Source: an optimization exercise on an open RTL-to-GDS flow (aim: small area). Production flows keep margins and buffers that such runs may drop. Only simulation tests tie the RTL to the original design; equivalence was not proved. No activity file was given, so power comes from the tool's default toggle rates.

==> flow/design.v <==
`timescale 1ns / 1ps
module Tcp
	#(
		parameter mac  = 48'h000000000000,
		parameter ip   = 32'h11223344,
		parameter port = 16'd80
	) (
		input CLOCK,
		input rst,          
		input newpkt,
		input dataValid,
		input [7:0] data,
		input rejoin,       
		input [15:0] tcpA_src_port,     tcpB_src_port,      tcpC_src_port,      tcpD_src_port,
		input [31:0] tcpA_src_ip,       tcpB_src_ip,        tcpC_src_ip,        tcpD_src_ip,
		input [15:0] tcpA_dst_port,     tcpB_dst_port,      tcpC_dst_port,      tcpD_dst_port,
		input [31:0] tcpA_dst_ip,       tcpB_dst_ip,        tcpC_dst_ip,        tcpD_dst_ip,
		output       outDataMatchA,
		output       outDataMatchB,
		output       outDataMatchC,
		output       outDataMatchD,
		output       tcp_matchA,        tcp_matchB,         tcp_matchC,         tcp_matchD,
		output reg   gappedA,
		output reg   gappedB,
		output       gappedC,
		output       gappedD,
		output reg [7:0] outData,
		output reg outDataPayload,
		output reg outnewpkt,
		output reg [15:0] tcp_src_port,
		output reg [31:0] tcp_src_ip,
		output reg [15:0] tcp_dst_port,
		output reg [31:0] tcp_dst_ip,
		output [7:0] mss
	);
	localparam [4:0] wIDLE = 5'd0;
	localparam [4:0] wE0   = 5'd1;    
	localparam [4:0] wE1   = 5'd2;    
	localparam [4:0] wE2   = 5'd3;    
	localparam [4:0] wE3   = 5'd4;    
	localparam [4:0] wVQ   = 5'd5;    
	localparam [4:0] wTT   = 5'd6;    
	localparam [4:0] wI0   = 5'd7;    
	localparam [4:0] wI1   = 5'd8;    
	localparam [4:0] wI2   = 5'd9;    
	localparam [4:0] wI3   = 5'd10;   
	localparam [4:0] wI4   = 5'd11;   
	localparam [4:0] wIO   = 5'd12;   
	localparam [4:0] wT0   = 5'd13;   
	localparam [4:0] wT1   = 5'd14;   
	localparam [4:0] wT2   = 5'd15;   
	localparam [4:0] wT3   = 5'd16;   
	localparam [4:0] wT4   = 5'd17;   
	localparam [4:0] wTO   = 5'd18;   
	localparam [4:0] wDATA = 5'd19;   
	reg [4:0]  w;
	reg [1:0]  b;
	reg [3:0]  cnt;         
	reg        isTCP;       
	reg        syn;
	reg [15:0] tlen;        
	reg [31:0] seqBuf;
	reg [31:0] seqA, seqB;
	reg        seqAv, seqBv;
	reg [11:0] fa, fb, fc, fd;   
	assign tcp_matchA = &fa;
	assign tcp_matchB = &fb;
	assign tcp_matchC = &fc;
	assign tcp_matchD = &fd;
	assign outDataMatchA = outDataPayload & tcp_matchA;
	assign outDataMatchB = outDataPayload & tcp_matchB;
	assign outDataMatchC = outDataPayload & tcp_matchC;
	assign outDataMatchD = outDataPayload & tcp_matchD;
	assign gappedC = 1'b0;
	assign gappedD = 1'b0;
	assign mss = 8'd0;
	wire adv = dataValid & ~newpkt;
	wire b0 = (b == 2'd0);
	wire b1 = (b == 2'd1);
	wire b2 = (b == 2'd2);
	wire b3 = (b == 2'd3);
	wire inI3 = (w == wI3);
	wire inI4 = (w == wI4);
	wire inT0 = (w == wT0);
	wire inT3 = (w == wT3);
	wire inOpt = (w == wIO) | (w == wTO);
	wire [11:0] sel = {inT0 & b3, inT0 & b2, inT0 & b1, inT0 & b0,
	                   inI4 & b3, inI4 & b2, inI4 & b1, inI4 & b0,
	                   inI3 & b3, inI3 & b2, inI3 & b1, inI3 & b0};
	wire eqA, eqB, eqC, eqD;
	TcpCmp cmpA (.sel(sel), .data(data), .sip(tcpA_src_ip), .dip(tcpA_dst_ip), .sp(tcpA_src_port), .dp(tcpA_dst_port), .eq(eqA));
	TcpCmp cmpB (.sel(sel), .data(data), .sip(tcpB_src_ip), .dip(tcpB_dst_ip), .sp(tcpB_src_port), .dp(tcpB_dst_port), .eq(eqB));
	TcpCmp cmpC (.sel(sel), .data(data), .sip(tcpC_src_ip), .dip(tcpC_dst_ip), .sp(tcpC_src_port), .dp(tcpC_dst_port), .eq(eqC));
	TcpCmp cmpD (.sel(sel), .data(data), .sip(tcpD_src_ip), .dip(tcpD_dst_ip), .sp(tcpD_src_port), .dp(tcpD_dst_port), .eq(eqD));
	wire cnt5   = (cnt == 4'd5);
	wire tlen40 = (tlen == 16'd40);
	wire tlen41 = (tlen == 16'd41);
	wire inData  = (w == wDATA);
	wire inWin0  = inT3 & b2;
	wire decT    = inOpt | inData;
	always @(posedge CLOCK) begin
		if (rst) begin
			w <= wIDLE;
		end else if (newpkt) begin
			w <= wE0;
			b <= 2'd2;
		end else if (dataValid) begin
			b <= b + 2'd1;
			case (w)
				wIDLE: w <= wIDLE;
				wE0:   if (b3) w <= wE1;
				wE1:   if (b3) w <= wE2;
				wE2:   if (b3) w <= wE3;
				wE3:   if (b2) w <= (data == 8'h81) ? wVQ : (data == 8'h08) ? wTT : wIDLE;
				wVQ:   if (b1) w <= wE3;
				wTT:   w <= (data == 8'h00) ? wI0 : wIDLE;
				wI0:   if (b3) w <= wI1;
				wI1:   if (b3) w <= wI2;
				wI2:   if (b3) w <= wI3;
				wI3:   if (b3) w <= wI4;
				wI4, wIO:
				       if (b3) w <= !cnt5 ? wIO : isTCP ? wT0 : wIDLE;
				wT0:   if (b3) w <= wT1;
				wT1:   if (b3) w <= wT2;
				wT2:   if (b3) w <= wT3;
				wT3:   if (b3) w <= wT4;
				wT4:   if (b3) w <= !cnt5 ? wTO : !tlen40 ? wDATA : wIDLE;
				wTO:   if (b3) w <= !cnt5 ? wTO : !tlen41 ? wDATA : wIDLE;
				wDATA: if (tlen41) w <= wIDLE;
				default: w <= wIDLE;
			endcase
		end
	end
	always @(posedge CLOCK) begin
		if (adv) begin
			if (w == wI0 && b0) cnt <= data[3:0];
			if (inT3 && b0)     cnt <= data[7:4];
			if (inOpt && b0) cnt <= cnt - 4'd1;
			if (w == wI2 && b1) isTCP <= (data == 8'h06);
			if (inT3 && b1) syn <= data[1];
			if (w == wT1)
				seqBuf <= {seqBuf[23:0], data};
			if (w == wI0 && b2) tlen[15:8] <= data;
			if (w == wI0 && b3) tlen[7:0] <= data;
			if (decT)          tlen <= tlen - 16'd1;
		end
	end
	integer k;
	always @(posedge CLOCK) begin
		for (k = 0; k < 11; k = k + 1)
			if (adv && sel[k]) begin
				fa[k] <= eqA;
				fb[k] <= eqB;
				fc[k] <= eqC;
				fd[k] <= eqD;
			end
		if (rst) begin
			fa[11] <= 1'b0;
			fb[11] <= 1'b0;
			fc[11] <= 1'b0;
			fd[11] <= 1'b0;
		end else if (adv && sel[11]) begin
			fa[11] <= eqA;
			fb[11] <= eqB;
			fc[11] <= eqC;
			fd[11] <= eqD;
		end
	end
	wire [7:0]  dr = rst ? 8'd0 : data;
	wire [11:0] cap = {12{rst}} | ({12{adv}} & sel);
	always @(posedge CLOCK) begin
		if (cap[0])  tcp_src_ip[31:24] <= dr;
		if (cap[1])  tcp_src_ip[23:16] <= dr;
		if (cap[2])  tcp_src_ip[15:8]  <= dr;
		if (cap[3])  tcp_src_ip[7:0]   <= dr;
		if (cap[4])  tcp_dst_ip[31:24] <= dr;
		if (cap[5])  tcp_dst_ip[23:16] <= dr;
		if (cap[6])  tcp_dst_ip[15:8]  <= dr;
		if (cap[7])  tcp_dst_ip[7:0]   <= dr;
		if (cap[8])  tcp_src_port[15:8] <= dr;
		if (cap[9])  tcp_src_port[7:0]  <= dr;
		if (cap[10]) tcp_dst_port[15:8] <= dr;
		if (cap[11]) tcp_dst_port[7:0]  <= dr;
	end
	wire [3:0] bsel = {b3, b2, b1, b0};
	wire neA, neB;
	TcpSeqByte sbA (.bsel(bsel & {4{seqAv}}), .q(seqA), .d(data), .ne(neA));
	TcpSeqByte sbB (.bsel(bsel & {4{seqBv}}), .q(seqB), .d(data), .ne(neB));
	reg diffA, diffB;
	always @(posedge CLOCK) begin
		if (adv && w == wT1) begin
			diffA <= (diffA & ~b0) | neA;
			diffB <= (diffB & ~b0) | neB;
		end
	end
	always @(posedge CLOCK) begin
		if (inWin0 && syn && tcp_matchA) seqA <= seqBuf;
		if (inWin0 && syn && tcp_matchB) seqB <= seqBuf;
	end
	always @(posedge CLOCK) begin
		if (rst) begin
			seqAv <= 1'b0;
			seqBv <= 1'b0;
			gappedA <= 1'b0;
			gappedB <= 1'b0;
		end else if (inWin0) begin
			if (syn) begin
				if (tcp_matchA) seqAv <= 1'b1;
				if (tcp_matchB) seqBv <= 1'b1;
			end else begin
				gappedA <= tcp_matchA && diffA;
				gappedB <= tcp_matchB && diffB;
			end
		end
	end
	always @(posedge CLOCK) begin
		if (rst) begin
			outData <= 0;
			outDataPayload <= 0;
			outnewpkt <= 0;
		end else begin
			outData <= data;
			outDataPayload <= dataValid && inData;
			outnewpkt <= dataValid && ((w == wT4 || w == wTO) && b3) && !tlen40 && cnt5;
		end
	end
endmodule
module TcpCmp (
		input  [11:0] sel,
		input  [7:0]  data,
		input  [31:0] sip,
		input  [31:0] dip,
		input  [15:0] sp,
		input  [15:0] dp,
		output        eq
	);
	wire [7:0] ne;
	genvar b;
	generate
		for (b = 0; b < 8; b = b + 1) begin : g
			wire y0, y1, y2, y3;
			TcpAoi222 m0 (.a1(sel[0]),  .a2(sip[24+b]), .b1(sel[1]),  .b2(sip[16+b]), .c1(sel[2]),  .c2(sip[8+b]), .y(y0));
			TcpAoi222 m1 (.a1(sel[3]),  .a2(sip[b]),    .b1(sel[4]),  .b2(dip[24+b]), .c1(sel[5]),  .c2(dip[16+b]), .y(y1));
			TcpAoi222 m2 (.a1(sel[6]),  .a2(dip[8+b]),  .b1(sel[7]),  .b2(dip[b]),    .c1(sel[8]),  .c2(sp[8+b]), .y(y2));
			TcpAoi222 m3 (.a1(sel[9]),  .a2(sp[b]),     .b1(sel[10]), .b2(dp[8+b]),   .c1(sel[11]), .c2(dp[b]), .y(y3));
			assign ne[b] = ~(y0 & y1 & y2 & y3) ^ data[b];
		end
	endgenerate
	assign eq = ~|ne;
endmodule
module TcpAoi222 (
		input  a1, a2, b1, b2, c1, c2,
		output y
	);
	assign y = ~((a1 & a2) | (b1 & b2) | (c1 & c2));
endmodule
module TcpSeqByte (
		input  [3:0]  bsel,
		input  [31:0] q,
		input  [7:0]  d,
		output        ne
	);
	wire [7:0] x;
	genvar i;
	generate
		for (i = 0; i < 8; i = i + 1) begin : g
			wire y0, y1;
			TcpAoi22 m0 (.a1(bsel[0]), .a2(q[24+i]), .b1(bsel[1]), .b2(q[16+i]), .y(y0));
			TcpAoi22 m1 (.a1(bsel[2]), .a2(q[8+i]),  .b1(bsel[3]), .b2(q[i]),    .y(y1));
			assign x[i] = ~(y0 & y1) ^ d[i];
		end
	endgenerate
	assign ne = |x;
endmodule
module TcpAoi22 (
		input  a1, a2, b1, b2,
		output y
	);
	assign y = ~((a1 & a2) | (b1 & b2));
endmodule
==> flow/flow/run.sh <==
#!/bin/bash
# Layout: the standard flow (standard synthesis unchanged), with
#  - the smallest buffer (buf_1) on every input and output port,
#  - a clock tree of clkbuf_4 cells in clusters of at most 10 sinks, without
#    dummy loads,
#  - power recovery (downsizing of gates off the critical paths) after global
#    routing.
# make's full output goes to standard.log in the work folder; ORFS keeps each
# step's own log under orfs/logs.
set -euo pipefail
export BUFFER_PORTS_ARGS="-buffer_cell sky130_fd_sc_hd__buf_1"
export CTS_ARGS="-sink_clustering_enable -repair_clock_nets -dont_use_dummy_load -buf_list sky130_fd_sc_hd__clkbuf_4 -sink_clustering_size 10 -sink_clustering_max_diameter 50"
export RECOVER_POWER=100
bash standard.sh finish > standard.log 2>&1
==> flow/standard.sh <==
#!/bin/bash
# synth_recipe.tcl (not shown) runs the flow's synth.tcl, then flattens the netlist and writes it again
# the make line also repeats each setting of config.mk as NAME=value (left out here)
make -C /OpenROAD-flow-scripts/flow DESIGN_CONFIG=/design/flow/config.mk WORK_HOME=/design/flow/orfs CLKGATE_MAP_FILE= SYNTH_SCRIPT=/design/flow/synth_recipe.tcl "${@:-finish}"
==> flow/config.mk <==
export PLATFORM = sky130hd
export DESIGN_NAME = Tcp
export DESIGN_NICKNAME = Tcp
export VERILOG_FILES = /design/flow/design.v
export SDC_FILE = /design/flow/constraint.sdc
export NUM_CORES = 4
export LEC_CHECK = 0
export CAP_MARGIN = 20
export CORE_MARGIN = 2
export CORE_UTILIZATION = 40
export SLEW_MARGIN = 20
export SYNTH_HIERARCHICAL = 1
export SYNTH_MINIMUM_KEEP_SIZE = 0
==> flow/constraint.sdc <==
create_clock -name core_clock -period 5.0 [get_ports {CLOCK}]
set_input_delay 1.0000 -clock core_clock [delete_from_list [all_inputs] [get_ports {CLOCK}]]
set_output_delay 1.0000 -clock core_clock [all_outputs]
set_load 0.01 [all_outputs]
==> impl_metrics.json, run 1 <==
{
  "ant_nets": 0,
  "place_worst_setup_slack_ns": 1.27,
  "timing.critical_path.cells": "nor2b_1 > nand3_1 > nor2_4 > clkbuf_1 > a222oi_1 > nand4_1 > xnor2_1 > nand4_1 > nor2_1 > clkbuf_1 > nand2_1 > a21oi_1",
  "route.detailed.drc": 0,
  "so.violations": "capacitance limit, slew limit",
  "setup.worst_path.start_class": "flip-flop",
  "area_delta_synth_final_pct": 21.5,
  "cts_resized": 0,
  "finalHoldViolCount": 0,
  "multiInputGateArea_um2": 4390,
  "path_clk_slew_ns": 0.11,
  "slowest_delay_ns": 0.73,
  "avgSynthCellArea_um2": 14.3,
  "finalSetupTns_ns": 0,
  "hold_end": "seqB[27]",
  "switchingPower_mw": 0.976,
  "synth_edf_count": 262,
  "synth.area.top_cells": "edfxtp_1, a222oi_1, dfxtp_1",
  "regArea_um2": 8330,
  "io_buffers": 511,
  "power_density_nw_per_um2": 262,
  "routed_wl_mm": 54.2,
  "endpoint_kind": "flip-flop",
  "finalSetupViolCount": 0,
  "dr_total_vias": 11659,
  "critPathArrivalTime_ns": 4.79,
  "yosys_most_used_dff": "edfxtp_1",
  "period_share": 0.844,
  "yosys_warnings": 7,
  "finClkSkew_ns": 0.0805,
  "postSynthCellCount": 902,
  "dr.pass1.iters": 11,
  "fmax_ghz": 0.237,
  "clk_latency_ns": 0.67,
  "rrSetupSlack_ns": 0.78,
  "reg2reg_from": "w[1]",
  "status": "failed layout checks",
  "io_pins": 523,
  "hold_depth": 0,
  "initial_core_util": 0.407,
  "ys_seq_elements": 285,
  "vdd_drop_max_uv": 105,
  "cts_hold_buffers": 0,
  "drv_slew": 103,
  "hold_path.class": "reg -> reg",
  "drive_gt1_frac": 0.0754,
  "finish.utilization": 0.494,
  "drv_cap": 3,
  "final_common_cell": "buf_1",
  "place_congestion": 0.984,
  "p_int_mw": 3.12,
  "detail_route.iter0.violations": 1513,
  "grt_pass1_wl_mm": 74.7,
  "placed_area_um2": 15400,
  "synth_area_um2": 12900,
  "grt-ovfl-total": 0,
  "layout_setup_ws_ns": 0.778,
  "root_buffer": "clkbuf_4",
  "synth_cell_types": 64,
  "die_area_um2": 33600,
  "layout.nets": 1867,
  "clk_path_buf_depth": 3,
  "hold_start": "seqBuf[27]",
  "final_cell_area_um2": 15600,
  "grt_max_degree": 35,
  "rsz0062_at_grt": "no",
  "cp_max_fo": 19,
  "wl_per_cell_um": 29.1,
  "synth_top_area_share": 0.612,
  "cp_data_required_time_ns": 5.57,
  "design.core.area_um2": 31600,
  "htreeDepth": 2,
  "pwr-share-comb": 0.096,
  "first_global_vias": 10911,
  "grt_usage": 0.314,
  "r2r.worst_path.cells": 12,
  "worstMarginPinSlew_ns": 2.14,
  "switching_share": 0.238,
  "path_class": "reg -> reg",
  "die_x_um": 183,
  "synth_top_area_cell": "edfxtp_1",
  "cts_setup_buffers": 0,
  "leakagePower_nw": 4.57,
  "n_fill_cell": 2941,
  "cts.sinks": 285,
  "cts_tree": "yes",
  "r2r_end": "fa[11]",
  "antenna_found_initial": 4,
  "routed_via_density": 6.25,
  "std_cell_rows": 65,
  "seqPwrFrac": 0.654,
  "mostFrequentLayoutCells": "buf_1, edfxtp_1, a222oi_1",
  "die_h_um": 183,
  "hpwl_mm": 41.6,
  "min_period_ns": 4.22,
  "ys_seq_area_frac": 0.648,
  "relSlewSlack": -0.425,
  "async_reset_ff_frac": 0,
  "p_clk_frac": 0.251,
  "total_power_mw": 4.10,
  "crit_path_top_delay_cell": "dfxtp_1",
  "cts_buffers": 36
}
-- modules after synthesis, one instance, submodules excluded --
| module | times used | flip-flops and latches | cell area (µm²) | cells inside |
|---|---|---|---|---|
| Tcp | 1 | 285 | 10400 | 624 |
| TcpAoi22 | 32 | 0 | 12.5 | 1 |
| TcpAoi222 | 128 | 0 | 10.0 | 1 |
| TcpCmp | 4 | 0 | 136 | 19 |
| TcpSeqByte | 2 | 0 | 121 | 21 |
-- how the worst max path moves through the flow --
stage	startpoint	endpoint	slack, ns	cells after the start
final	w[1]	fa[11]	0.78	12
after global routing	w[1]	fa[11]	0.63	12
after CTS	w[1]	fc[11]	1.24	10
after detailed placement	w[1]	fc[11]	1.27	10
after global placement	w[1]	fc[11]	1.32	10
after floorplan	newpkt	diffA	0.78	3
-- synthesized netlist by cell type, types with 3 or more instances --
cell type and instances:
inv_1 9, nor4b_1 3, and2_1 21, nor2b_1 10, nand4_1 57, a222oi_1 128, o21ai_0 7, xor2_1 7
dfxtp_1 23, clkbuf_1 10, buf_4 10, mux2i_1 6, or3b_2 3, a31oi_1 4, nor3_1 13, a22oi_2 32
a21oi_1 48, nor4_1 16, nor2_1 59, a21o_1 4, nand3_1 5, edfxtp_1 262, ha_1 9, nand3b_1 3
and3_1 17, or3_1 3, nand2b_1 4, buf_2 4, nand2_1 28, or2_2 14, xnor2_1 42
-- per-layer routing --
layer,vias to the layer above,track usage,routed length [µm]
li1,5002,-,-
met4,2,0.217,4120
met1,5688,0.381,20400
met5,-,0,16
met2,816,0.510,25300
met3,151,0.0582,4430
-- metrics by stage --
stage	hold WS, ns	std cells
after CTS	0.437	1861
after global placement	0.427	1825
after detailed placement	0.435	1825
final	0.428	1866
after floorplan	0.421	911
after global routing	0.456	1863
-- kinds of logic (layout without fill, tap and decap cells) --
| kind of cell | after synthesis | in the layout | share of synthesized area |
|---|---|---|---|
| multiplexers | 8 | 8 | 0.00642 |
| flip-flops | 285 | 285 | 0.648 |
| other | 1 | 15 | 0.000292 |
| buffers and inverters | 36 | 584 | 0.0145 |
| AND/OR/NAND/NOR | 273 | 273 | 0.120 |
| XOR/XNOR | 49 | 49 | 0.0334 |
| adder cells (fa/ha/maj) | 9 | 9 | 0.00876 |
| AO/OA/AOI/OAI | 241 | 241 | 0.169 |
-- power groups by stage --
stage	logic (mW)	clock network, mW	registers [mW]
after detailed placement	0.391	0	2.73
after global placement	0.389	0	2.73
after global routing	0.418	1.14	2.68
after CTS	0.393	1.05	2.68
after floorplan	0.0955	0	2.76
final	0.392	1.03	2.68
-- flip-flops by register name, indices dropped and copies added (netlist names), 2 cells and up --
name and cells:
tlen 16, seqA 32, outData 8, fb 12, tcp_src_ip 32, seqBuf 32, tcp_src_port 16, fa 12
fd 12, b 2, seqB 32, fc 12, cnt 4, tcp_dst_ip 32, tcp_dst_port 16, w 5
-- final cells by class --
class / count / area share
tap: 402 / 0.0322
clock buffer: 36 / 0.0173
timing repair buffer: 539 / 0.134
multi-input combinational: 590 / 0.281
sequential: 285 / 0.533
inverter: 9 / 0.00216
antenna: 5 / 0.000801
-- worst max-delay path: cells and delay by family (launching register included) --
family | cells | cell delay, ns
and+or+nand+nor | 7 | 1.85
DFF | 1 | 0.73
xor gates and xnor gates | 1 | 0.20
buffers and inverters | 2 | 1.00
AOI/OAI and AO/OA | 2 | 0.37
==> inputs of run 2 (changes only) <==
--- a/flow/flow/run.sh
+++ b/flow/flow/run.sh
@@ -4,5 +4,3 @@
 #  - a clock tree of clkbuf_4 cells in clusters of at most 10 sinks, without
-#    dummy loads,
-#  - power recovery (downsizing of gates off the critical paths) after global
-#    routing.
+#    dummy loads.
 # make's full output goes to standard.log in the work folder; ORFS keeps each
@@ -12,3 +10,2 @@
 export CTS_ARGS="-sink_clustering_enable -repair_clock_nets -dont_use_dummy_load -buf_list sky130_fd_sc_hd__clkbuf_4 -sink_clustering_size 10 -sink_clustering_max_diameter 50"
-export RECOVER_POWER=100
 bash standard.sh finish > standard.log 2>&1
==> impl_metrics.json, run 2 <==
{
  "status": "timing/DRC/antenna clean",
  "ys_seq_elements": 285,
  "area_delta_synth_final_pct": 22.2,
  "placed_area_um2": 15400,
  "mostFrequentLayoutCells": "buf_1, edfxtp_1, a222oi_1",
  "synth_cell_types": 64,
  "setup.worst_path.start_class": "flip-flop",
  "leakagePower_nw": 4.66,
  "synth-compound-area-share": 0.169,
  "synth_top_area_share": 0.612,
  "critPathArrivalTime_ns": 4.34,
  "muxShareOfSynthArea": 0.00642,
  "routed_wl_mm": 54.1,
  "regArea_um2": 8330,
  "place_congestion": 0.984,
  "rsz0062_at_grt": "no",
  "synth_edf_count": 262,
  "ant_nets": 0,
  "synth_fa_ha_area_frac": 0.00876,
  "drv_slew": 0,
  "path_class": "reg -> reg",
  "vdd_drop_max_uv": 106,
  "cpLargestDelayFamily": "simple AND/OR/NAND/NOR gates",
  "synth_top_family_by_area": "compound AO/OA/AOI/OAI gates",
  "cts_setup_buffers": 0,
  "fmax_ghz": 0.265,
  "power_density_nw_per_um2": 261,
  "cts_buffers": 36,
  "synth-simple-area-share": 0.120,
  "avgSynthCellArea_um2": 14.3,
  "slowest_delay_ns": 0.77,
  "root_buffer": "clkbuf_4",
  "detail_route.iter0.violations": 1535,
  "cp_max_fo": 19,
  "cp_data_required_time_ns": 5.57,
  "min_period_ns": 3.77,
  "synthXorXnorAreaFrac": 0.0334,
  "timing.critical_path.cells": "nor2b_1 > nand3_1 > nor2_4 > a222oi_1 > nand4_1 > xnor2_1 > nand4_1 > nor2_1 > nand2_1 > a21oi_1",
  "crit_path_top_delay_cell": "dfxtp_1",
  "cts_hold_buffers": 0,
  "grt_max_degree": 35,
  "die_x_um": 183,
  "yosysMostFrequentCell": "edfxtp_1",
  "clk_latency_ns": 0.67,
  "postSynthCellCount": 902,
  "place_worst_setup_slack_ns": 1.27,
  "grt_pass1_wl_mm": 74.7,
  "die_h_um": 183,
  "finalSetupViolCount": 0,
  "design.core.area_um2": 31600,
  "final_cell_area_um2": 15700,
  "io_pins": 523,
  "relSlewSlack": 0.259,
  "first_global_vias": 10911,
  "period_share": 0.754,
  "n_fill_cell": 2922,
  "path_clk_slew_ns": 0.11,
  "grt-ovfl-total": 0,
  "die_area_um2": 33600,
  "whs_ns": 0.426,
  "yosys_warnings": 7,
  "drv_cap": 0,
  "synth.area.top_cells": "edfxtp_1, a222oi_1, dfxtp_1",
  "endpoint_kind": "flip-flop",
  "finClkSkew_ns": 0.0813,
  "layout.nets": 1867,
  "finish.utilization": 0.497,
  "cts_tree": "yes",
  "finalHoldViolCount": 0,
  "io_buffers": 511,
  "routed_via_density": 6.20,
  "async_reset_ff_frac": 0,
  "ys_top_cells_by_count": "edfxtp_1, a222oi_1, nor2_1",
  "route.detailed.drc": 0,
  "hpwl_mm": 41.6,
  "ys_seq_area_frac": 0.648,
  "synth_area_um2": 12900,
  "yosys_most_used_dff": "edfxtp_1",
  "initial_core_util": 0.407,
  "layout_setup_ws_ns": 1.23,
  "clk_path_buf_depth": 3,
  "dr.pass1.iters": 12,
  "cts.sinks": 285,
  "grt_usage": 0.314,
  "hold_path.class": "reg -> reg",
  "cts_resized": 0,
  "finalSetupTns_ns": 0,
  "path_common_cell": "nand4_1",
  "std_cell_rows": 65,
  "path_buf_inv": 0,
  "multiInputGateArea_um2": 4440,
  "htreeDepth": 2,
  "drive_gt1_frac": 0.0994,
  "final_common_cell": "buf_1",
  "synth_top_area_cell": "edfxtp_1",
  "antenna_found_initial": 4,
  "worstMarginPinSlew_ns": 1.11,
  "dr_total_vias": 11569,
  "wl_per_cell_um": 29.0
}
[run 2: cell counts after synthesis]
No cell type changed its count.
[run 2: final cells by class]
cell class,count,area share
inverter,9,0.00215
tap,402,0.0320
antenna,5,0.000796
timing repair buffer,539,0.135
clock buffer,36,0.0172
multi-input combinational,590,0.283
sequential,285,0.530
[run 2: report_power, final]
part	leakage (nW)	internal, mW	switching (mW)
clock	0.166	0.333	0.695
combinational	1.98	0.138	0.260
sequential	2.52	2.65	0.0238
[run 2: layer usage]
metal / share of wire / wire, µm / GRT usage / up-vias
li1: - / - / - / 4996
met1: 0.38 / 20800 / 0.381 / 5706
met2: 0.46 / 25200 / 0.510 / 720
met3: 0.074 / 4010 / 0.0582 / 145
met4: 0.077 / 4160 / 0.217 / 2
met5: 0.00030 / 16 / 0 / -
[run 2: final timing paths]
check | cells after the start | slack [ns] | startpoint | end
worst max-delay path | 10 | 1.23 | w[1] | fc[11]
worst min-delay path | 0 | 0.43 | seqBuf[27] | seqB[27]
worst max register to register | 10 | 1.23 | w[1] | fc[11]
worst min register to register | 0 | 0.43 | seqBuf[27] | seqB[27]
[run 2: through the flow]
step / power (mW) / instances
after floorplan: 2.86 / 911
after global placement: 3.12 / 1825
after detailed placement: 3.12 / 1825
after CTS: 4.12 / 1861
after global routing: 4.25 / 1863
final: 4.10 / 1866
[run 2: kinds of logic after synthesis]
family	count (synthesis)
AOI/OAI and AO/OA	241
xor gates and xnor gates	49
adders and majority gates	9
buffers and inverters	36
DFF	285
muxes	8
other	1
and+or+nand+nor	273
[run 2: modules after synthesis, one instance, submodules excluded]
module      flip-flops and latches  copies in the design  area [µm²]  cells
Tcp                            285                     1       10400    624
TcpCmp                           0                     4         136     19
TcpAoi222                        0                   128        10.0      1
TcpAoi22                         0                    32        12.5      1
TcpSeqByte                       0                     2         121     21
==> inputs of run 3 (changes only) <==
--- a/flow/design.v
+++ b/flow/design.v
@@ -266,6 +266,5 @@
 		for (i = 0; i < 8; i = i + 1) begin : g
-			wire y0, y1;
-			TcpAoi22 m0 (.a1(bsel[0]), .a2(q[24+i]), .b1(bsel[1]), .b2(q[16+i]), .y(y0));
-			TcpAoi22 m1 (.a1(bsel[2]), .a2(q[8+i]),  .b1(bsel[3]), .b2(q[i]),    .y(y1));
-			assign x[i] = ~(y0 & y1) ^ d[i];
+			wire y0;
+			TcpAoi222 m (.a1(bsel[0]), .a2(q[24+i]), .b1(bsel[1]), .b2(q[16+i]), .c1(bsel[2]), .c2(q[8+i]), .y(y0));
+			assign x[i] = ~(y0 & ~(bsel[3] & q[i])) ^ d[i];
 		end
@@ -274,7 +273 @@
 endmodule
-module TcpAoi22 (
-		input  a1, a2, b1, b2,
-		output y
-	);
-	assign y = ~((a1 & a2) | (b1 & b2));
-endmodule
==> impl_metrics.json, run 3 <==
{
  "status": "timing/DRC/antenna clean",
  "path_class": "reg -> reg",
  "cts_setup_buffers": 0,
  "drv_cap": 0,
  "wl_per_cell_um": 30.5,
  "relSlewSlack": 0.339,
  "initial_core_util": 0.404,
  "vdd_drop_max_uv": 159,
  "hold_depth": 0,
  "cts.sinks": 285,
  "grt_max_degree": 35,
  "drv_slew": 0,
  "ys_seq_area_frac": 0.657,
  "hold_start": "seqBuf[26]",
  "startpoint": "w[3]",
  "cts_buffers": 38,
  "multiInputGateArea_um2": 4250,
  "drive_gt1_frac": 0.0803,
  "avgSynthCellArea_um2": 14.4,
  "clk_path_buf_depth": 3,
  "timing.critical_path.cells": "nand2_1 > nor2_1 > and2_1 > buf_4 > a222oi_1 > nand4_1 > xnor2_1 > nand4_1 > nor2_1",
  "hold_end": "seqA[26]",
  "fmax_ghz": 0.255,
  "route.detailed.drc": 0,
  "synth_cell_types": 64,
  "mostFrequentLayoutCells": "buf_1, edfxtp_1, a222oi_1",
  "power_density_nw_per_um2": 267,
  "grt_pass1_wl_mm": 78.5,
  "die_x_um": 182,
  "finClkSkew_ns": 0.0996,
  "hpwl_mm": 42.0,
  "dr.pass1.iters": 10,
  "finalSetupViolCount": 0,
  "yosys_most_used_dff": "edfxtp_1",
  "cts_hold_buffers": 0,
  "min_period_ns": 3.92,
  "total_power_mw": 4.17,
  "setup.worst_path.start_class": "flip-flop",
  "grt-ovfl-total": 0,
  "whs_ns": 0.434,
  "r2r_end": "fa[7]",
  "first_global_vias": 11146,
  "yosys_warnings": 7,
  "synth_top_area_share": 0.621,
  "async_reset_ff_frac": 0,
  "die_h_um": 182,
  "std_cell_rows": 65,
  "period_share": 0.784,
  "htreeDepth": 2,
  "synth_edf_count": 262,
  "rrSetupSlack_ns": 1.08,
  "rsz0062_at_grt": "no",
  "root_buffer": "clkbuf_4",
  "routed_via_density": 6.34,
  "yosysMostFrequentCell": "edfxtp_1",
  "detail_route.iter0.violations": 2177,
  "endpoint_kind": "flip-flop",
  "area_delta_synth_final_pct": 23.3,
  "io_pins": 523,
  "regArea_um2": 8330,
  "cts_resized": 0,
  "cp_max_fo": 22,
  "reg2reg_from": "w[3]",
  "finalSetupTns_ns": 0,
  "design.core.area_um2": 31400,
  "synth.area.top_cells": "edfxtp_1, a222oi_1, xnor2_1",
  "ys_top_cells_by_count": "edfxtp_1, a222oi_1, nor2_1",
  "cpLargestDelayFamily": "simple AND/OR/NAND/NOR gates",
  "finalHoldViolCount": 0,
  "ant_nets": 0,
  "critPathArrivalTime_ns": 4.19,
  "cts_tree": "yes",
  "io_buffers": 511,
  "worstMarginPinSlew_ns": 0.991,
  "antenna_found_initial": 15,
  "grt_usage": 0.333,
  "cp_data_required_time_ns": 5.27,
  "ys_seq_elements": 285,
  "dr_total_vias": 11792,
  "synth_top_area_cell": "edfxtp_1",
  "die_area_um2": 33100,
  "place_congestion": 0.895,
  "routed_wl_mm": 56.7,
  "final_cell_area_um2": 15600,
  "path_clk_slew_ns": 0.10,
  "postSynthCellCount": 882,
  "crit_path_top_delay_cell": "dfxtp_1",
  "hold_path.class": "reg -> reg",
  "placed_area_um2": 15300,
  "path_buf_inv": 1,
  "n_fill_cell": 2935,
  "r2r.worst_path.cells": 9,
  "final_common_cell": "buf_1",
  "slowest_delay_ns": 0.78,
  "synth_area_um2": 12700,
  "layout.nets": 1853,
  "leakagePower_nw": 4.69,
  "clk_latency_ns": 0.66
}
==> run 3: cell types whose count changed in the layout (fill, tap and decap cells not counted), sizes merged, moves of 7 or more <==
cell    change
diode       +7
a21oi      -16
a21boi     +16
xnor2      +16
and3       -16
a222oi     +16
a22oi      -32
==> run 3: worst max-delay path by stage <==
| stage | endpoint | depth (start not counted) |
|---|---|---|
| after floorplan | diffA | 3 |
| after global placement | fa[11] | 11 |
| after detailed placement | fa[11] | 11 |
| after CTS | fa[7] | 9 |
| after global routing | fa[11] | 11 |
| final | fa[7] | 9 |
==> run 3: layer usage <==
metal	global-route usage	vias up	part of all wire
met5	0	-	0.00071
met4	0.132	6	0.043
met3	0.0917	150	0.11
met2	0.517	895	0.45
met1	0.444	5813	0.39
li1	-	4928	-
==> run 3: area by class of cell <==
type / instances / area share
Antenna cell: 12 / 0.00192
Sequential cell: 285 / 0.533
Timing Repair Buffer: 543 / 0.141
Inverter: 9 / 0.00216
Multi-Input combinational cell: 570 / 0.272
Clock buffer: 38 / 0.0183
Tap cell: 402 / 0.0322
==> run 3: cell families (layout without fill, tap and decap cells) <==
family | Yosys count | in the layout | share of synthesized area
AO/OA/AOI/OAI | 225 | 225 | 0.156
XOR/XNOR | 65 | 65 | 0.0449
adder cells (fa/ha/maj) | 9 | 9 | 0.00889
buffers and inverters | 36 | 590 | 0.0147
flip-flops | 285 | 285 | 0.657
multiplexers | 8 | 8 | 0.00652
other | 1 | 22 | 0.000296
AND/OR/NAND/NOR | 253 | 253 | 0.112
==> run 3: worst reg2reg max path, cell delays in order (launching register included) <==
cell and delay [ns]:
dfxtp_1 0.78, nand2_1 0.19, nor2_1 0.22, and2_1 0.71, buf_4 0.46, a222oi_1 0.22, nand4_1 0.17, xnor2_1 0.16
nand4_1 0.13, nor2_1 0.53
==> run 3: Yosys stat by module (local to each module, per instance) <==
module	cell area, µm²	times used	flip-flops and latches	cells inside
Tcp	10400	1	285	624
TcpSeqByte	146	2	0	19
TcpCmp	136	4	0	19
TcpAoi222	10.0	144	0	1
==> run 3: per-stage QoR <==
step	utilization	worst slack (ns)	cells
after floorplan	-	0.785	891
after global placement	0.487	1.38	1808
after detailed placement	0.488	1.35	1809
after CTS	0.497	1.28	1847
after global routing	0.498	0.840	1856
final	0.498	1.08	1859
==> run 3: power by group <==
group / total [mW] / internal (mW) / switching [mW]
clock: 1.09 / 0.351 / 0.736
combinational: 0.407 / 0.141 / 0.266
sequential: 2.67 / 2.65 / 0.0196
total: 4.17 / 3.15 / 1.02
==> inputs of run 4 (changes only) <==
--- a/flow/design.v
+++ b/flow/design.v
@@ -86,3 +86,3 @@
 	wire inOpt = (w == wIO) | (w == wTO);
-	wire [11:0] sel = {inT0 & b3, inT0 & b2, inT0 & b1, inT0 & b0,
+	wire [11:0] sel = {12{adv}} & {inT0 & b3, inT0 & b2, inT0 & b1, inT0 & b0,
 	                   inI4 & b3, inI4 & b2, inI4 & b1, inI4 & b0,
@@ -147,25 +147,18 @@
 	end
+	wire [7:0]  dr = rst ? 8'd0 : data;
+	wire [11:0] cap = {12{rst}} | sel;
+	wire eqAr = eqA & ~rst;
+	wire eqBr = eqB & ~rst;
+	wire eqCr = eqC & ~rst;
+	wire eqDr = eqD & ~rst;
 	integer k;
 	always @(posedge CLOCK) begin
-		for (k = 0; k < 11; k = k + 1)
-			if (adv && sel[k]) begin
-				fa[k] <= eqA;
-				fb[k] <= eqB;
-				fc[k] <= eqC;
-				fd[k] <= eqD;
+		for (k = 0; k < 12; k = k + 1)
+			if (cap[k]) begin
+				fa[k] <= eqAr;
+				fb[k] <= eqBr;
+				fc[k] <= eqCr;
+				fd[k] <= eqDr;
 			end
-		if (rst) begin
-			fa[11] <= 1'b0;
-			fb[11] <= 1'b0;
-			fc[11] <= 1'b0;
-			fd[11] <= 1'b0;
-		end else if (adv && sel[11]) begin
-			fa[11] <= eqA;
-			fb[11] <= eqB;
-			fc[11] <= eqC;
-			fd[11] <= eqD;
-		end
-	end
-	wire [7:0]  dr = rst ? 8'd0 : data;
-	wire [11:0] cap = {12{rst}} | ({12{adv}} & sel);
+	end
 	always @(posedge CLOCK) begin
==> impl_metrics.json, run 4 <==
{
  "final_common_cell": "buf_1",
  "hold_depth": 0,
  "async_reset_ff_frac": 0,
  "vdd_drop_max_uv": 117,
  "routed_via_density": 6.14,
  "status": "timing/DRC/antenna clean",
  "ys_seq_area_frac": 0.664,
  "yosysMostFrequentCell": "edfxtp_1",
  "layout_setup_ws_ns": 1.08,
  "synth_top_area_share": 0.634,
  "synth_top_area_cell": "edfxtp_1",
  "initial_core_util": 0.403,
  "die_h_um": 182,
  "ys_top_cells_by_count": "edfxtp_1, a222oi_1, xnor2_1",
  "io_buffers": 511,
  "mostFrequentLayoutCells": "buf_1, edfxtp_1, a222oi_1",
  "htreeDepth": 2,
  "hpwl_mm": 36.4,
  "hold_path.class": "reg -> reg",
  "synth_cell_types": 58,
  "timing.critical_path.cells": "buf_4 > nor2b_1 > nand3_1 > nor2_4 > buf_4 > a222oi_1 > nand4_1 > xnor2_1 > nand4_1 > nor2_1 > nor2b_1 > buf_4",
  "grt_max_degree": 35,
  "ys_seq_elements": 285,
  "detail_route.iter0.violations": 1660,
  "cp_max_fo": 25,
  "place_congestion": 1.17,
  "regArea_um2": 8370,
  "final_cells": 1834,
  "std_cell_rows": 65,
  "dr_total_vias": 11255,
  "die_x_um": 182,
  "design.core.area_um2": 31300,
  "drive_gt1_frac": 0.0822,
  "setup.worst_path.start_class": "flip-flop",
  "root_buffer": "clkbuf_4",
  "finalHoldViolCount": 0,
  "postSynthCellCount": 856,
  "path_clk_slew_ns": 0.10,
  "cts_hold_buffers": 0,
  "leakagePower_nw": 4.83,
  "place_worst_setup_slack_ns": 0.852,
  "slowest_delay_ns": 0.81,
  "first_global_vias": 11079,
  "endpoint_kind": "flip-flop",
  "fmax_ghz": 0.255,
  "layout.nets": 1832,
  "cts_resized": 0,
  "cts_buffers": 38,
  "cp_data_required_time_ns": 5.48,
  "die_area_um2": 33000,
  "io_pins": 523,
  "synth_edf_count": 266,
  "finalSetupTns_ns": 0,
  "drv_slew": 0,
  "finish.utilization": 0.498,
  "dr.pass1.iters": 13,
  "ant_nets": 0,
  "grt_usage": 0.293,
  "rrSetupSlack_ns": 1.08,
  "finClkSkew_ns": 0.0949,
  "clk_latency_ns": 0.66,
  "whs_ns": 0.405,
  "worstMarginPinSlew_ns": 1.11,
  "yosys_most_used_dff": "edfxtp_1",
  "n_fill_cell": 2819,
  "finalSetupViolCount": 0,
  "routed_wl_mm": 49.8,
  "path_buf_inv": 3,
  "relSlewSlack": 0.255,
  "grt_pass1_wl_mm": 70.3,
  "cts_tree": "yes",
  "wl_per_cell_um": 27.2,
  "avgSynthCellArea_um2": 14.7,
  "rsz0062_at_grt": "no",
  "min_period_ns": 3.92,
  "power_density_nw_per_um2": 267,
  "crit_path_top_delay_cell": "nor2_4",
  "drv_cap": 0,
  "multiInputGateArea_um2": 4190,
  "cp.depth": 12,
  "r2r.worst_path.cells": 12,
  "yosys_warnings": 7,
  "synth_area_um2": 12600,
  "clk_path_buf_depth": 3,
  "grt-ovfl-total": 0,
  "cts.sinks": 285,
  "route.detailed.drc": 0,
  "critPathArrivalTime_ns": 4.40,
  "dp_cells": 1788,
  "antenna_found_initial": 12,
  "cpLargestDelayFamily": "simple AND/OR/NAND/NOR gates",
  "path_class": "reg -> reg",
  "cts_setup_buffers": 0,
  "path_common_cell": "buf_4",
  "synth.area.top_cells": "edfxtp_1, a222oi_1, xnor2_1",
  "period_share": 0.784,
  "area_delta_synth_final_pct": 23.7
}
[run 4: changes by cell type after synthesis, sizes merged, moves of 5 or more]
cell and change:
nand2 -7, nor2 -14, nor4 -5, and2 -8
nor2b +11, a21oi -9, nand3 +7
[run 4: worst paths after layout]
kind               from        to
max                w[2]     fb[9]
min          seqBuf[25]  seqB[25]
max reg2reg        w[2]     fb[9]
min reg2reg  seqBuf[25]  seqB[25]
[run 4: cell type report]
class                   count  share of cell area
flip-flops and latches    285               0.536
well taps                 402              0.0322
repair buffers            548               0.141
diodes                      8             0.00128
multi-input cells         544               0.269
inverters                   9             0.00217
clock buffers              38              0.0183
[run 4: cell families (layout without fill, tap and decap cells)]
| family | after synthesis | after routing | synth area share |
|---|---|---|---|
| XOR/XNOR | 64 | 64 | 0.0445 |
| adder cells (fa/ha/maj) | 9 | 9 | 0.00893 |
| other | 1 | 18 | 0.000297 |
| buffers and inverters | 36 | 595 | 0.0142 |
| AND/OR/NAND/NOR | 233 | 233 | 0.105 |
| flip-flops | 285 | 285 | 0.664 |
| AO/OA/AOI/OAI | 217 | 217 | 0.155 |
| multiplexers | 11 | 11 | 0.00883 |
[run 4: per-stage QoR]
stage	total power, mW	area [µm²]
after floorplan	2.89	12600
after global placement	3.14	15300
after detailed placement	3.15	15300
after CTS	4.19	15600
after global routing	4.31	15600
final	4.16	15600
[run 4: modules after synthesis (local to each module, per instance)]
module | times used | cells inside | flip-flops and latches | cell area, µm²
Tcp | 1 | 598 | 285 | 10300
TcpSeqByte | 2 | 19 | 0 | 146
TcpCmp | 4 | 19 | 0 | 136
TcpAoi222 | 144 | 1 | 0 | 10.0
[run 4: metal layers]
metal,up-vias,track usage,share of wire
li1,4852,-,-
met1,5365,0.364,0.38
met2,879,0.478,0.46
met3,151,0.0858,0.11
met4,8,0.126,0.045
met5,-,0,0.0022
[run 4: power breakdown]
| part | total, mW | leakage (nW) | internal [mW] | switching, mW |
|---|---|---|---|---|
| Clock | 1.06 | 0.175 | 0.350 | 0.713 |
| Sequential | 2.71 | 2.63 | 2.68 | 0.0233 |
| Combinational | 0.392 | 2.02 | 0.139 | 0.253 |

==> static timing again, ports no longer ideal <==
Ports are ideal in the flow. The routed layouts listed here were re-timed in OpenROAD.
Step 1 (the two cells are an assumption about what drives the block):
set clk [get_ports {CLOCK}]
set_driving_cell -lib_cell sky130_fd_sc_hd__clkbuf_16 $clk
set_driving_cell -lib_cell sky130_fd_sc_hd__buf_2 [delete_from_list [all_inputs] $clk]
Step 2, shift: input delay + t, output delay - t, t = (earliest + latest rising clock arrival at the registers) / 2. This alone moves slack from input paths to output paths.
Slacks: ideal ports / drivers / drivers and shift; pairs: ideal ports / drivers.
| run | shift t [ns] | setup slack, ns | worst register clock-pin slew, ns |
|---|---|---|---|
| run 1 | 0.683 | 0.778 / 0.778 / 0.778 | 0.11 / 0.11 |
| run 2 | 0.684 | 1.228 / 1.228 / 1.228 | 0.11 / 0.11 |
| run 3 | 0.654 | 1.082 / 1.082 / 1.082 | 0.11 / 0.11 |
| run 4 | 0.660 | 1.078 / 1.078 / 0.660 | 0.11 / 0.11 |
The setup slack of run 4, which loses most, moves by 0.000 ns with the drivers and by -0.418 ns with both steps.
